This design comes from an exercise in tuning for small area on the open sky130 flow, not from production work. At most, simulation tests tie the RTL to the original design; equivalence was not proved. No activity file was given, so power comes from the tool's default toggle rates. The flow treats the clock pin as an ideal source, which a real chip does not have.

Design bpuf_core, start of the top module:
module bpuf_core
(
input           clk,
input           en,
input           start,
input  [2:0]    mode,
input  [47:0]   osc,
input  [7:0]    mem_data,
input           enc_ready,
input           dec_ready,
output [9:0]    mem_addr,
output [23:0]   prim_id,
output          id_v,
output          enc_en,
output          enc_start,
output          dec_en,
output          dec_start,
output          ready
);
wire meas_rst;
control #(.MODE_BITS(3), .MEAS_COUNT(20)) u_con (
    .I_clk(clk),
    .I_mode(mode),
    .I_start(start),
    .I_en(en),
    .I_meas_v(id_v),
    .O_meas_rst(meas_rst),
    .O_enc_en(enc_en),
    .O_enc_start(enc_start),
    .I_enc_ready(enc_ready),
    .O_dec_en(dec_en),
    .O_dec_start(dec_start),
    .I_dec_ready(dec_ready),
    .O_ready(ready)
);
meas #(.C_IOSCNUM(48), .C_IOSCDWIDTH(20), .C_OIDWIDTH(24),
    .C_MEMDATAWIDTH(8), .C_MEMADDRWIDTH(10)) u_meas (
    .I_osc_rst(meas_rst),
    .I_osc(osc),
    .I_sclk(clk),
    .I_mem_data(mem_data),
    .O_mem_addr(mem_addr),
    .O_prim_id(prim_id),
    .O_id_v(id_v)
);
endmodule
For scale: roughly 3500 cells after synthesis, roughly 51000 um^2 of cells after synthesis.
==> flow/config.mk <==
export PLATFORM = sky130hd
export DESIGN_NAME = bpuf_core
export DESIGN_NICKNAME = bpuf_core
export VERILOG_FILES = /design/flow/design.v
export SDC_FILE = /design/flow/constraint.sdc
export NUM_CORES = 8
export LEC_CHECK = 0
export CAP_MARGIN = 40
export CORE_MARGIN = 2
export CORE_UTILIZATION = 40
export GPL_TIMING_DRIVEN = 0
export PLACE_DENSITY = 0.6
export SLEW_MARGIN = 20
export SYNTH_HIERARCHICAL = 1
export SYNTH_MINIMUM_KEEP_SIZE = 0
==> flow/constraint.sdc <==
create_clock -name core_clock -period 10.0 [get_ports {clk}]
set_input_delay 2.0000 -clock core_clock [delete_from_list [all_inputs] [get_ports {clk}]]
set_output_delay 2.0000 -clock core_clock [all_outputs]
set_load 0.01 [all_outputs]
standard.sh (not shown) runs the stock make flow with config.mk's settings and CLKGATE_MAP_FILE= SYNTH_SCRIPT=/design/flow/synth_recipe.tcl, a recipe that flattens the netlist after the stock synthesis.
==> flow/flow/run.sh <==
#!/bin/bash
# Standard ORFS flow with a leaner clock tree: CTS without dummy loads and with
# larger sink clusters, and the smallest buffer on the ports.
set -e
export CTS_ARGS="-sink_clustering_enable -repair_clock_nets -dont_use_dummy_load -sink_clustering_size 32 -sink_clustering_max_diameter 50 -buf_list sky130_fd_sc_hd__clkbuf_16"
export BUFFER_PORTS_ARGS="-buffer_cell sky130_fd_sc_hd__buf_1"
bash standard.sh > standard.log 2>&1
The first run went through all stages and came out clean.
Rerun with:
==> flow/flow/run.sh (replaced) <==
#!/bin/bash
# Standard ORFS flow with a leaner clock tree: CTS without dummy loads and with
# larger sink clusters, and the smallest buffer on the ports.
set -e
export CTS_ARGS="-sink_clustering_enable -repair_clock_nets -dont_use_dummy_load -sink_clustering_size 30 -sink_clustering_max_diameter 100 -buf_list sky130_fd_sc_hd__clkbuf_16"
export REMOVE_ABC_BUFFERS=1
export BUFFER_PORTS_ARGS="-buffer_cell sky130_fd_sc_hd__buf_1"
bash standard.sh > standard.log 2>&1
Outcome: Via count shrinks by 2.0%. Global-route usage fell by 0.99 points. Cell area came out lower by 2.7%. Count of clock-buffer cells in the layout fell by 59. Power fell by 10%. Area after synthesis does not change. Wire length came out lower by 5.0%. Non-clock buffer count decreases by 91. Clock power falls by 30%. Sequential share of layout area went up by 1.7 points.
Rerun with:
==> flow/flow/run.sh (replaced) <==
#!/bin/bash
# Standard ORFS flow with a leaner clock tree: CTS without dummy loads and with
# larger sink clusters, and the smallest buffer on the ports.
set -e
export CTS_ARGS="-sink_clustering_enable -repair_clock_nets -dont_use_dummy_load -sink_clustering_size 28 -sink_clustering_max_diameter 60 -buf_list sky130_fd_sc_hd__clkbuf_16"
export BUFFER_PORTS_ARGS="-buffer_cell sky130_fd_sc_hd__buf_1"
bash standard.sh > standard.log 2>&1
What happened: The changed run produced a clean layout; die area is unchanged; utilization rose by 0.94 points; final cell count is higher by 2.5%; synthesized cell count is unchanged; routed wire length grows by 4.9%; total power goes up by 8.7%; worst setup slack is better by 0.10 ns.
Rerun with:
==> flow/flow/run.sh (replaced) <==
#!/bin/bash
# Standard ORFS flow with a leaner clock tree: CTS without dummy loads and with
# larger sink clusters, and the smallest buffer on the ports.
set -e
export CTS_ARGS="-sink_clustering_enable -repair_clock_nets -dont_use_dummy_load -sink_clustering_size 40 -sink_clustering_max_diameter 65 -buf_list sky130_fd_sc_hd__clkbuf_16"
export REMOVE_ABC_BUFFERS=1
export BUFFER_PORTS_ARGS="-buffer_cell sky130_fd_sc_hd__buf_1"
bash standard.sh > standard.log 2>&1
What happened: The new run finished with timing, DRC and antenna clean. Die area does not change. Via count shrinks by 0.51%. Sequential share of layout area grows by 0.24 points. First-iteration DRC count shrinks by 6.9%. Clock-buffer cell count shrinks by 6. Worst setup slack got worse by 0.11 ns. Power shrinks by 1.1%. Final cell count shrinks by 1.7%. Fmax shrinks by 1.3%.
No run of this note included a check of the RTL's function; only the layout flow was run.

---

bpuf_core, a different RTL version from the one above (not shown whole).
Size: ~3,500 cells after synthesis, ~1,500 flip-flops, about 100 I/O pins.
Settings: LEC_CHECK=0, CAP_MARGIN=0, CORE_MARGIN=2, CORE_UTILIZATION=65, GPL_TIMING_DRIVEN=0, PLACE_DENSITY=0.85, SLEW_MARGIN=0, SYNTH_HIERARCHICAL=1, SYNTH_MINIMUM_KEEP_SIZE=0; clock period 10.0 ns.
==> flow/flow/run.sh <==
#!/bin/bash
# Standard ORFS flow with a leaner clock tree: CTS without dummy loads and with
# larger sink clusters, and the smallest buffer on the ports.
set -e
export CTS_ARGS="-sink_clustering_enable -repair_clock_nets -dont_use_dummy_load -sink_clustering_size 30 -sink_clustering_max_diameter 140 -buf_list sky130_fd_sc_hd__clkbuf_16"
export REMOVE_ABC_BUFFERS=1
export BUFFER_PORTS_ARGS="-buffer_cell sky130_fd_sc_hd__buf_1"
bash standard.sh > standard.log 2>&1
Edit:
==> flow/flow/run.sh (replaced) <==
#!/bin/bash
# Standard ORFS flow with a leaner clock tree: CTS without dummy loads and with
# larger sink clusters, and the smallest buffer on the ports.
set -e
export CTS_ARGS="-sink_clustering_enable -repair_clock_nets -dont_use_dummy_load -sink_clustering_size 30 -sink_clustering_max_diameter 100 -buf_list sky130_fd_sc_hd__clkbuf_16"
export REMOVE_ABC_BUFFERS=1
export BUFFER_PORTS_ARGS="-buffer_cell sky130_fd_sc_hd__buf_1"
bash standard.sh > standard.log 2>&1
Outcome:
- The changed run ran to the end with no violations
- total power hardly moves
- final area hardly moves
- utilization is about the same
- final cell count barely changes
- setup slack is worse by 0.097 ns
- count of clock-buffer cells in the layout is unchanged
- global-route usage hardly moves
- fmax is lower by 1.3%
- die area does not change

---

Another version of the RTL of bpuf_core (not shown whole).
Size in the first run: ~5300 cells after synthesis, about 1400 flip-flops, ~100 I/O pins, roughly 60000 um^2 of cells after synthesis.
==> flow/design.v (excerpt) <==
module bpuf_core
(
input           clk,
input           en,
input           start,
input  [2:0]    mode,
input  [47:0]   osc,
input  [7:0]    mem_data,
input           enc_ready,
input           dec_ready,
output [9:0]    mem_addr,
output [23:0]   prim_id,
output          id_v,
output          enc_en,
output          enc_start,
output          dec_en,
output          dec_start,
output          ready
);
wire meas_rst;
control #(.MODE_BITS(3), .MEAS_COUNT(20)) u_con (
    .I_clk(clk),
    .I_mode(mode),
    .I_start(start),
    .I_en(en),
    .I_meas_v(id_v),
    .O_meas_rst(meas_rst),
    .O_enc_en(enc_en),
    .O_enc_start(enc_start),
    .I_enc_ready(enc_ready),
    .O_dec_en(dec_en),
    .O_dec_start(dec_start),
    .I_dec_ready(dec_ready),
    .O_ready(ready)
);
meas #(.C_IOSCNUM(48), .C_IOSCDWIDTH(20), .C_OIDWIDTH(24),
    .C_MEMDATAWIDTH(8), .C_MEMADDRWIDTH(10)) u_meas (
    .I_osc_rst(meas_rst),
    .I_osc(osc),
  ...
export LEC_CHECK = 0
export CAP_MARGIN = 40
export CORE_MARGIN = 2
export CORE_UTILIZATION = 40
export CTS_BUF_LIST = sky130_fd_sc_hd__clkbuf_4
export PLACE_DENSITY = 0.6
export SLEW_MARGIN = 20
create_clock -name core_clock -period 10.0 [get_ports {clk}]
run.sh (not shown) runs the stock make flow with config.mk's settings and CLKGATE_MAP_FILE= SYNTH_SCRIPT=/design/flow/synth_recipe.tcl, a recipe that flattens the netlist after the stock synthesis.
Stock flow here: none of the scripts above is used.
The starting point ran to the end with no violations.
Next try:
CORE_UTILIZATION = 65   (was 40)
CTS_BUF_LIST = sky130_fd_sc_hd__clkbuf_8   (was sky130_fd_sc_hd__clkbuf_4)
CTS_CLUSTER_SIZE = 24   (was default)
PLACE_DENSITY = 0.8   (was 0.6)
Effect: The new run passed the timing, DRC and antenna checks; synthesized cell count does not change; power came out lower slightly; core utilization came out higher by 27 points; sequential share of layout area came out higher by 0.86 points; routed wire length came out lower by a few percent.
Next try:
CORE_UTILIZATION = 40   (was 65)
CTS_BUF_LIST = default   (was sky130_fd_sc_hd__clkbuf_8)
CTS_CLUSTER_SIZE = default   (was 24)
PLACE_DENSITY = 0.6   (was 0.8)
Setup slack gets worse by 320 ps. Wire length came out higher by 2.4%. Flip-flop and latch count stays the same.

---

bpuf_core, a different RTL version from the one above (not shown whole).
Size in the first run: ~3800 cells after synthesis, roughly 100 I/O pins, about 0.053 mm^2 of cells after synthesis.
==> flow/config.mk <==
export PLATFORM = sky130hd
export DESIGN_NAME = bpuf_core
export DESIGN_NICKNAME = bpuf_core
export VERILOG_FILES = /design/flow/design.v
export SDC_FILE = /design/flow/constraint.sdc
export NUM_CORES = 8
export LEC_CHECK = 0
export CAP_MARGIN = 40
export CORE_MARGIN = 2
export CORE_UTILIZATION = 40
export PLACE_DENSITY = 0.6
export SLEW_MARGIN = 20
export SYNTH_HIERARCHICAL = 1
export SYNTH_MINIMUM_KEEP_SIZE = 0
==> flow/constraint.sdc <==
create_clock -name core_clock -period 10.0 [get_ports {clk}]
set_input_delay 2.0000 -clock core_clock [delete_from_list [all_inputs] [get_ports {clk}]]
set_output_delay 2.0000 -clock core_clock [all_outputs]
set_load 0.01 [all_outputs]
standard.sh (not shown) runs the stock make flow with config.mk's settings and CLKGATE_MAP_FILE= SYNTH_SCRIPT=/design/flow/synth_recipe.tcl, a recipe that flattens the netlist after the stock synthesis.
==> flow/flow/run.sh <==
#!/bin/bash
# Standard ORFS flow, with CTS that inserts no dummy loads and small port buffers.
set -e
export CTS_ARGS="-sink_clustering_enable -repair_clock_nets -dont_use_dummy_load -sink_clustering_size 20 -sink_clustering_max_diameter 60 -buf_list sky130_fd_sc_hd__clkbuf_8"
export BUFFER_PORTS_ARGS="-buffer_cell sky130_fd_sc_hd__buf_1"
bash standard.sh > standard.log 2>&1
Change:
==> flow/flow/run.sh (replaced) <==
#!/bin/bash
# Standard ORFS flow, with CTS that inserts no dummy loads and small port buffers.
set -e
export CTS_ARGS="-sink_clustering_enable -repair_clock_nets -dont_use_dummy_load -sink_clustering_size 30 -sink_clustering_max_diameter 80 -buf_list sky130_fd_sc_hd__clkbuf_16"
export BUFFER_PORTS_ARGS="-buffer_cell sky130_fd_sc_hd__buf_1"
bash standard.sh > standard.log 2>&1
Effect: The new run completed with no timing, DRC or antenna violations. Worst setup slack loses 0.045 ns. Hold slack gains 0.022 ns. Wire length fell slightly. Final cell count fell slightly. Global-route usage fell by 0.14 points. Combinational power hardly moves. Clock skew fell by 0.051 ns. Critical path depth fell by 1. Die area is unchanged. Via count fell slightly.
Function was not checked in any run of this note: the RTL went through the layout flow alone.

-- what the ideal ports hide --
In the flow no input, the clock included, has a driving cell. The finished layouts below were timed again as built, in two steps. Step 1: set_driving_cell puts a clkbuf_16 on clk and a buf_2 on each other input, an assumption about the parent block. Step 2, shift: input delay + t, output delay - t, t = (earliest + latest rising clock arrival at the registers) / 2. This alone moves slack from input paths to output paths. a / b / c = no drivers / after step 1 / after step 2; a / b = the first two.
run	t, ns	slack for setup (ns)	cell pins on the clock port's net
the first run of note 1	0.770	2.202 / 2.202 / 2.202	1
the second run of note 1	0.734	2.099 / 2.099 / 2.099	1
the third run of note 1	0.750	2.201 / 2.201 / 2.201	1
the fourth run of note 1	0.763	2.095 / 2.095 / 2.095	1
the first run of note 2	0.716	2.650 / 2.650 / 2.650	1
the second run of note 2	0.714	2.553 / 2.553 / 2.553	1
the first run of note 3	1.304	4.230 / 4.241 / 2.938	1
the second run of note 3	0.959	4.014 / 4.019 / 3.060	1
the third run of note 3	0.839	3.695 / 3.713 / 2.873	1
the first run of note 4	0.897	0.488 / 0.530 / -0.367	1
the second run of note 4	0.728	0.443 / 0.489 / -0.239	1
Met with ideal ports but missed after step 2: setup timing in the first run of note 4 and the second run of note 4. For the first run of note 3, which loses most, drivers alone change the setup slack by +0.011 ns; drivers and shift together by -1.292 ns.
